This is an optimization exercise on Yosys and OpenROAD, whose aim is small area, a short achievable clock period and few clock cycles per item, not a production implementation.
In this exercise RTL edits were held to simulation tests only and were not proved equivalent to the original.

==> v4 <==
## systolic_matmul
module systolic_matmul #(
  parameter DATA_WIDTH = 16
) (
  input clk,
  input rst,
  input start,
  input [DATA_WIDTH-1:0] mat_a_00, mat_a_01, mat_a_02, mat_a_03, mat_a_10, mat_a_11, mat_a_12, mat_a_13, mat_a_20, mat_a_21, mat_a_22, mat_a_23, mat_a_30, mat_a_31, mat_a_32, mat_a_33,
  input [DATA_WIDTH-1:0] mat_b_00, mat_b_01, mat_b_02, mat_b_03, mat_b_10, mat_b_11, mat_b_12, mat_b_13, mat_b_20, mat_b_21, mat_b_22, mat_b_23, mat_b_30, mat_b_31, mat_b_32, mat_b_33,
  output [2*DATA_WIDTH-1:0] c_00, c_01, c_02, c_03, c_10, c_11, c_12, c_13, c_20, c_21, c_22, c_23, c_30, c_31, c_32, c_33,
  output reg busy,
  output reg done
);
Settings: LEC_CHECK=0, CAP_MARGIN=20, CORE_MARGIN=2, CORE_UTILIZATION=55, PLACE_DENSITY=0.65, SETUP_SLACK_MARGIN=0.1, SLEW_MARGIN=20, SYNTH_HIERARCHICAL=1; clock period 8.0 ns.
run.sh (not shown) runs the stock make flow with config.mk's settings and CLKGATE_MAP_FILE= SYNTH_SCRIPT=/design/flow/synth_recipe.tcl, a recipe that flattens the netlist after the stock synthesis.
==> inputs of v10, as changes to v4 <==
--- a/flow/design.v
+++ b/flow/design.v
@@ -33,29 +33,29 @@
         if (k == 1) begin
           busy <= 1'b0; done <= 1'b1; k <= 0;
         end else
           k <= k + 1'b1;
       end
     end
   wire en = go || busy;
-  wire [15:0] na_0_0 = ~((k ? a[0][2] : a[0][0]));
+  wire [15:0] na_0_0 = ~((k ? a[0][2] : a[0][0]) & {16{en}});
   wire [15:0] nb_0_0 = ~(k ? b[2][0] : b[0][0]);
-  wire [15:0] na_0_1 = ~((k ? a[0][3] : a[0][1]));
+  wire [15:0] na_0_1 = ~((k ? a[0][3] : a[0][1]) & {16{en}});
   wire [15:0] nb_1_0 = ~(k ? b[3][0] : b[1][0]);
-  wire [15:0] na_1_0 = ~((k ? a[1][2] : a[1][0]));
+  wire [15:0] na_1_0 = ~((k ? a[1][2] : a[1][0]) & {16{en}});
   wire [15:0] nb_0_1 = ~(k ? b[2][1] : b[0][1]);
-  wire [15:0] na_1_1 = ~((k ? a[1][3] : a[1][1]));
+  wire [15:0] na_1_1 = ~((k ? a[1][3] : a[1][1]) & {16{en}});
   wire [15:0] nb_1_1 = ~(k ? b[3][1] : b[1][1]);
-  wire [15:0] na_2_0 = ~((k ? a[2][2] : a[2][0]));
+  wire [15:0] na_2_0 = ~((k ? a[2][2] : a[2][0]) & {16{en}});
   wire [15:0] nb_0_2 = ~(k ? b[2][2] : b[0][2]);
-  wire [15:0] na_2_1 = ~((k ? a[2][3] : a[2][1]));
+  wire [15:0] na_2_1 = ~((k ? a[2][3] : a[2][1]) & {16{en}});
   wire [15:0] nb_1_2 = ~(k ? b[3][2] : b[1][2]);
-  wire [15:0] na_3_0 = ~((k ? a[3][2] : a[3][0]));
+  wire [15:0] na_3_0 = ~((k ? a[3][2] : a[3][0]) & {16{en}});
   wire [15:0] nb_0_3 = ~(k ? b[2][3] : b[0][3]);
-  wire [15:0] na_3_1 = ~((k ? a[3][3] : a[3][1]));
+  wire [15:0] na_3_1 = ~((k ? a[3][3] : a[3][1]) & {16{en}});
   wire [15:0] nb_1_3 = ~(k ? b[3][3] : b[1][3]);
   reg [31:0] cs [0:3][0:3];
   reg [31:0] cc [0:3][0:3];
   wire [31:0] ns [0:3][0:3];
   wire [31:0] nc [0:3][0:3];
   mac m00 (na_0_0, nb_0_0, na_0_1, nb_1_0, cs[0][0], cc[0][0], ns[0][0], nc[0][0]);
   cpa a00 (cs[0][0], cc[0][0], c_00);
@@ -103,15 +103,15 @@
       cs[2][1] <= 32'd0; cc[2][1] <= 32'd0;
       cs[2][2] <= 32'd0; cc[2][2] <= 32'd0;
       cs[2][3] <= 32'd0; cc[2][3] <= 32'd0;
       cs[3][0] <= 32'd0; cc[3][0] <= 32'd0;
       cs[3][1] <= 32'd0; cc[3][1] <= 32'd0;
       cs[3][2] <= 32'd0; cc[3][2] <= 32'd0;
       cs[3][3] <= 32'd0; cc[3][3] <= 32'd0;
-    end else if (en) begin
+    end else begin
       cs[0][0] <= ns[0][0]; cc[0][0] <= nc[0][0];
       cs[0][1] <= ns[0][1]; cc[0][1] <= nc[0][1];
       cs[0][2] <= ns[0][2]; cc[0][2] <= nc[0][2];
       cs[0][3] <= ns[0][3]; cc[0][3] <= nc[0][3];
       cs[1][0] <= ns[1][0]; cc[1][0] <= nc[1][0];
       cs[1][1] <= ns[1][1]; cc[1][1] <= nc[1][1];
       cs[1][2] <= ns[1][2]; cc[1][2] <= nc[1][2];
- CORE_UTILIZATION: 55 -> 40
- PLACE_DENSITY: 0.65 -> 0.6
- SETUP_SLACK_MARGIN: 0.1 -> 1.3
==> summary of the runs <==
v4 went through all stages and came out clean. v10 went through all stages and came out clean. Between v4 and v10, the lower register-to-register slack is in v4 (gap 0.32 ns). Of v10 and v4, v4 has the higher synthesized cell count (gap 4.1%, measured against v4). Between v4 and v10, the lower utilization is in v10 (gap 15 points). Against v10, the final cell count of v4 is smaller by 4.2%. Of v4 and v10, v10 has the higher non-clock buffer count (gap 36). Against v4, the die area of v10 is larger by 32%.
Testbench counts of v4, summed over its fixed seeds: cycles 768, items 384.
Testbench counts of v10, summed over its fixed seeds: cycles 768, items 384.

[what the ideal ports hide]
How much do the figures lean on ideal ports? The routed layouts below were timed once more, with nothing changed but the port constraints.
Step 1: set_driving_cell puts a clkbuf_16 on clk and a buf_2 on each other input, an assumption about the parent block.
Step 2 moves the port delays by t, midway between the first and last clock arrival at a register: inputs arrive t later, outputs are due t later. That takes back most of the time a late clock gives input paths.
a / b / c = no drivers / after step 1 / after step 2; a / b = the first two.
| run | t, ns | slack for setup (ns) | clock arrival spread, ns | worst register clock-pin slew, ns |
|---|---|---|---|---|
| v4 | 1.069 | 0.859 / 0.739 / 0.436 | 0.041 / 0.041 | 0.07 / 0.07 |
| v10 | 1.102 | 1.388 / 1.272 / 0.396 | 0.099 / 0.100 | 0.08 / 0.08 |
After both steps every run listed still meets setup and hold. The setup slack of v10, which loses most, moves by -0.116 ns with the drivers and by -0.992 ns with both steps.
